Background: an optimization exercise with open tools, aiming at a short achievable clock period and low power. Do not read the settings as production practice.
RTL that was checked went through simulation tests only; none was proved equivalent to the original.
No activity file was given, so power comes from the tool's default toggle rates.

Setup of quartz:
// bn_mac_unit
module bn_mac_unit (
	input wire aclk,
	input wire aresetn,
	input wire aclken,
	input wire bypass,
	input wire[1:0] bn_calfmt,
	input wire[4:0] fixed_point_quat_accrc,
	input wire[31:0] mac_cell_i_op_a,
	input wire[31:0] mac_cell_i_op_x,
	input wire[31:0] mac_cell_i_op_b,
	input wire mac_cell_i_is_a_eq_1,
	input wire mac_cell_i_is_b_eq_0,
	input wire[1:0] mac_cell_i_info_along,
	input wire mac_cell_i_vld,
	output wire[31:0] mac_cell_o_res,
	output wire[1:0] mac_cell_o_info_along,
	output wire mac_cell_o_vld
);
	reg fp_m;
	reg[4:0] q_m;
	always @(posedge aclk)
	begin
		fp_m <= (bn_calfmt == 2'b10) & (~bypass);
		q_m <= fixed_point_quat_accrc;
	end
	reg[6:0] v;
	always @(posedge aclk or negedge aresetn)
	begin
		if(~aresetn)
			v <= 7'd0;
		else if(aclken)
			v <= {v[5:0], mac_cell_i_vld};
	end
	wire[6:0] en = {7{aclken}} & v;
	wire en_in = aclken & mac_cell_i_vld;
	wire fp_in = (bn_calfmt == 2'b10) & (~bypass);
	wire a1_in = mac_cell_i_is_a_eq_1 | bypass;
	wire b0_in = mac_cell_i_is_b_eq_0 | bypass;
	wire[31:0] ia = mac_cell_i_op_a;
	wire[31:0] ix = mac_cell_i_op_x;
	reg[31:0] A0;  
	reg[31:0] X0;
	reg[31:0] B0;
	reg F0;  
	reg a1_0, b0_0;
	reg[1:0] I0;
	always @(posedge aclk)
	begin
		if(en_in)
		begin
			A0 <=
				fp_in ?
					(a1_in ? {8'd127, 1'b1, 23'd0}:{ia[30:23], |ia[30:23], ia[22:0]}):
					(a1_in ? 32'd1:ia);
			X0 <= fp_in ? {ix[30:23], |ix[30:23], ix[22:0]}:ix;
			B0 <= b0_in ? 32'd0:mac_cell_i_op_b;
			F0 <= fp_in & (a1_in ? ix[31]:(ia[31] ^ ix[31]));
			a1_0 <= a1_in;
			b0_0 <= b0_in;
			I0 <= mac_cell_i_info_along;
		end
	end
	wire[31:0] mA = {A0[31:24] & {8{~fp_m}}, A0[23:0]};
  ...
clock: 9.0 ns
lec_check: 0
cap_margin: 20
core_margin: 2
core_utilization: 40
slew_margin: 20
run.sh (not shown) runs the stock make flow with config.mk's settings and CLKGATE_MAP_FILE= SYNTH_SCRIPT=/design/flow/synth_recipe.tcl, a recipe that flattens the netlist after the stock synthesis.
### quartz -> lagoon
--- a/flow/config.mk
+++ b/flow/config.mk
@@ -7,2 +7,3 @@
 export LEC_CHECK = 0
+export ABC_CLOCK_PERIOD_IN_PS = 2500
 export CAP_MARGIN = 20
@@ -10,2 +11,3 @@
 export CORE_UTILIZATION = 40
+export SETUP_SLACK_MARGIN = 5
 export SLEW_MARGIN = 20
### Flow results
- Smallest hold slack ends up higher on quartz.
- Changes observed in lagoon relative to quartz: sequential share of layout area dropped 0.56 points, routed wire length went up 3.8%, maximum number of pins on one net before global-route repair decreased about 6%, final cell count picked up an extra 0.87%.
- Looking at global routing usage on met2, lagoon sits above quartz.


alpha:
bn_mac_unit, a different RTL version from the one above (not shown whole).
For scale: ~7,000 cells after synthesis, about 1,000 flip-flops, roughly 150 I/O pins, about 0.069 mm2 of cells after synthesis.
Settings: LEC_CHECK=0, ABC_AREA=1, CAP_MARGIN=20, CORE_MARGIN=2, CORE_UTILIZATION=40, CTS_BUF_LIST=sky130_fd_sc_hd__clkbuf_8 sky130_fd_sc_hd__clkbuf_16, CTS_CLUSTER_DIAMETER=90, CTS_CLUSTER_SIZE=30, SETUP_SLACK_MARGIN=5, SLEW_MARGIN=20; clock period 9.0 ns.
The following lists how beta was set up differently from alpha:
Settings: CTS_CLUSTER_SIZE now 24, was 30; CTS_BUF_LIST now sky130_fd_sc_hd__clkbuf_16, was sky130_fd_sc_hd__clkbuf_8 sky130_fd_sc_hd__clkbuf_16; CTS_CLUSTER_DIAMETER now 100, was 90.
- Each of the runs, namely beta and alpha, reached the end of the flow and came out clean.
- Delta (beta minus alpha): routed wire length about even, all-layer global routing usage was more or less identical.
- Portion of total power attributed to the clock network, beta and alpha, lower one = beta.
- Higher number of clock buffers in the layout goes to alpha over beta.
- Between beta and alpha, the net total in the final layout does not differ in any meaningful way.
- Comparing beta against alpha, there is no change at all in total I/O pin count.
- The arrival time reported for the critical path endpoint of alpha and that of beta are within noise of each other.
- There was hardly any difference in final cell count between alpha and beta.
Relative to beta, the following input files were edited for gamma:
Settings: CTS_BUF_LIST changed from sky130_fd_sc_hd__clkbuf_16 to sky130_fd_sc_hd__clkbuf_8 sky130_fd_sc_hd__clkbuf_16; CTS_CLUSTER_SIZE changed from 24 to 25.
On number of vias per cell after detailed routing, gamma and beta are basically level.
Sort gamma and beta by sequential share of layout area, ascending, and beta comes first.
Critical path depth: gamma vs beta up 6
Function was not checked in any run of this note: the RTL went through the layout flow alone.


Setup of build 13:
Another version of the RTL of bn_mac_unit (not shown whole).
For scale: roughly 1,000 flip-flops, about 69,000 um^2 of cells after synthesis.
make LEC_CHECK=0 ABC_AREA=1 CAP_MARGIN=20 CORE_MARGIN=2 CORE_UTILIZATION=50 CTS_BUF_LIST='sky130_fd_sc_hd__clkbuf_8 sky130_fd_sc_hd__clkbuf_16' CTS_CLUSTER_DIAMETER=100 CTS_CLUSTER_SIZE=25 SETUP_SLACK_MARGIN=5 SLEW_MARGIN=20 finish   # period 9.0 ns
Build 13 did not stop at any stage, and its layout met the timing, DRC and antenna checks.
Here is what was changed in the inputs of build 16 compared with build 13.
# build 13
export LEC_CHECK = 0
export ABC_AREA = 1
export CAP_MARGIN = 20
export CORE_MARGIN = 2
export CORE_UTILIZATION = 50
export CTS_BUF_LIST = sky130_fd_sc_hd__clkbuf_8 sky130_fd_sc_hd__clkbuf_16
export CTS_CLUSTER_DIAMETER = 100
export CTS_CLUSTER_SIZE = 25
export SETUP_SLACK_MARGIN = 5
export SLEW_MARGIN = 20
create_clock -name core_clock -period 9.0 [get_ports {aclk}]
# build 16
export LEC_CHECK = 0
export ABC_AREA = 1
export CAP_MARGIN = 20
export CORE_MARGIN = 2
export CORE_UTILIZATION = 40
export CTS_BUF_LIST = sky130_fd_sc_hd__clkbuf_8 sky130_fd_sc_hd__clkbuf_16
export CTS_CLUSTER_DIAMETER = 100
export CTS_CLUSTER_SIZE = 25
export SETUP_SLACK_MARGIN = 5
export SLEW_MARGIN = 20
create_clock -name core_clock -period 9.0 [get_ports {aclk}]
Setup WNS build 13 -> build 16: better
Arrival time reported for the critical path endpoint for build 16 is lower than for build 13.
[build 16] portion of total power attributed to the clock network rose 0.8 points relative to build 13
Summary: with build 13 as the reference, number of global-route vias before repair in build 16 moved up slightly.
NOTE vertical die dimension build 13->build 16 increased by more than 10%
Here is what was changed in the inputs of build 67 compared with build 16.
# build 16
export LEC_CHECK = 0
export ABC_AREA = 1
export CAP_MARGIN = 20
export CORE_MARGIN = 2
export CORE_UTILIZATION = 40
export CTS_BUF_LIST = sky130_fd_sc_hd__clkbuf_8 sky130_fd_sc_hd__clkbuf_16
export CTS_CLUSTER_DIAMETER = 100
export CTS_CLUSTER_SIZE = 25
export SETUP_SLACK_MARGIN = 5
export SLEW_MARGIN = 20
create_clock -name core_clock -period 9.0 [get_ports {aclk}]
# build 67
export LEC_CHECK = 0
export ABC_CLOCK_PERIOD_IN_PS = 2500
export CAP_MARGIN = 20
export CORE_MARGIN = 2
export CORE_UTILIZATION = 40
export CTS_BUF_LIST = sky130_fd_sc_hd__clkbuf_4 sky130_fd_sc_hd__clkbuf_8
export CTS_CLUSTER_SIZE = 20
export SETUP_SLACK_MARGIN = 5
export SLEW_MARGIN = 20
create_clock -name core_clock -period 9.0 [get_ports {aclk}]
## What came out
Final clock skew, build 67 and build 16, higher one = build 16.
Build 67 vs. build 16: count of clock-buffer cells in the layout climbed 330%, total power divided by cell area saw an increase, final non-filler cell area moved up, slew of the pin with the lowest slew margin went down by 0.0068 ns.
Build 67 vs. build 16: height of the die +about 1.3%; relative area of non-clock buffer cells in the final design +0.32 points.
[inputs] build 65 vs build 67
# build 67
export LEC_CHECK = 0
export ABC_CLOCK_PERIOD_IN_PS = 2500
export CAP_MARGIN = 20
export CORE_MARGIN = 2
export CORE_UTILIZATION = 40
export CTS_BUF_LIST = sky130_fd_sc_hd__clkbuf_4 sky130_fd_sc_hd__clkbuf_8
export CTS_CLUSTER_SIZE = 20
export SETUP_SLACK_MARGIN = 5
export SLEW_MARGIN = 20
create_clock -name core_clock -period 9.0 [get_ports {aclk}]
# build 65
export LEC_CHECK = 0
export ABC_AREA = 1
export CAP_MARGIN = 20
export CORE_MARGIN = 2
export CORE_UTILIZATION = 40
export CTS_BUF_LIST = sky130_fd_sc_hd__clkbuf_8
export CTS_CLUSTER_DIAMETER = 80
export CTS_CLUSTER_SIZE = 16
export SETUP_SLACK_MARGIN = 5
export SLEW_MARGIN = 20
create_clock -name core_clock -period 9.0 [get_ports {aclk}]
## What came out
Relative to build 67, horizontal extent of the die has decreased by about 1.3% in build 65. Against build 67, area of the die in build 65 fell by a few percent. Routed wire length in build 65 is about 3.3% lower than in build 67. A most frequent standard cell in the layout excluding fill and tap cells of sky130_fd_sc_hd__inv_1 is what build 65 shows, while sky130_fd_sc_hd__edfxtp_1 belongs to build 67.


bn_mac_unit with an RTL version that a note above also has.
Size: about 980 flip-flops, about 150 I/O pins, ~0.071 mm² of cells after synthesis.
make LEC_CHECK=0 ABC_CLOCK_PERIOD_IN_PS=2500 CAP_MARGIN=20 CORE_MARGIN=2 CORE_UTILIZATION=65 PLACE_DENSITY=0.75 SETUP_SLACK_MARGIN=5 SLEW_MARGIN=20 finish   # period 9.0 ns
==> next run, changes <==
- CORE_UTILIZATION: 65 -> 40
- CTS_BUF_LIST: unset -> sky130_fd_sc_hd__clkbuf_4 sky130_fd_sc_hd__clkbuf_8
- CTS_CLUSTER_SIZE: unset -> 20
- PLACE_DENSITY: 0.75 -> unset
Result:
- first-iteration DRC count went down by a quarter to a third
- synthesized cell count is unchanged
- worst setup slack improves by 94 ps
- count of clock-buffer cells in the layout went up by 101
- design area went up slightly
- total power went down by a few percent
- wire length went up slightly
- die area went up by well over a third
==> next run, changes <==
- ABC_AREA: unset -> 1
- ABC_CLOCK_PERIOD_IN_PS: 2500 -> unset
Wire length goes down by 3.2%.
Design area goes down by 2.2%.
Final cell count is higher by 5.3%.
Global-route usage increases by 0.12 points.
Sequential share of layout area climbs by 0.82 points.
Register-to-register slack loses 340 ps.
Clock-buffer cell count is higher by 2.
Setup slack gets worse by 340 ps.

[afterwards: timing with drivers on the ports]
The results above use ideal ports. As a check the final layouts listed here were re-extracted and re-timed, cells and wires unchanged. Step 1 sets driving cells, clkbuf_16 on the clock port and buf_2 on the other inputs (assumed; they add their load-dependent delay and slew). Step 2 also shifts input and output timing later by t, the mid clock arrival at the registers, as if the neighbouring blocks saw the same clock. Three values: ideal ports, drivers, drivers and shift; two values: the first two.
| run | t, ns | slack for setup (ns) | worst setup path after step 2 | clock arrival spread, ns | worst data-port slew with drivers (ns) |
|---|---|---|---|---|---|
| quartz | 0.846 | 3.897 / 3.897 / 3.897 | register to register | 0.085 / 0.086 | 0.07 |
| lagoon | 0.847 | 5.087 / 5.087 / 4.401 | input to register | 0.084 / 0.084 | 0.06 |
| alpha | 0.797 | 5.026 / 5.026 / 4.402 | input to register | 0.088 / 0.088 | 0.08 |
| beta | 0.790 | 4.980 / 4.980 / 4.317 | input to register | 0.093 / 0.094 | 0.11 |
| gamma | 0.787 | 5.020 / 5.020 / 4.607 | input to register | 0.086 / 0.086 | 0.11 |
| build 13 | 0.762 | 4.896 / 4.896 / 4.418 | input to register | 0.074 / 0.073 | 0.10 |
| build 16 | 0.761 | 4.940 / 4.940 / 4.430 | input to register | 0.102 / 0.102 | 0.05 |
| build 67 | 0.973 | 4.865 / 4.865 / 4.072 | input to register | 0.084 / 0.083 | 0.09 |
| build 65 | 0.930 | 4.938 / 4.938 / 4.363 | input to register | 0.089 / 0.089 | 0.05 |
| the first run of note 4 | 0.788 | 4.999 / 4.999 / 4.397 | input to register | 0.045 / 0.045 | 0.06 |
| the second run of note 4 | 1.018 | 5.093 / 5.093 / 4.175 | input to register | 0.075 / 0.075 | 0.06 |
| the third run of note 4 | 1.018 | 4.748 / 4.748 / 3.977 | input to register | 0.078 / 0.078 | 0.11 |
After both steps setup and hold are still met in every run listed. The setup slack of the second run of note 4, which loses most, moves by 0.000 ns with the drivers and by -0.918 ns with both steps.
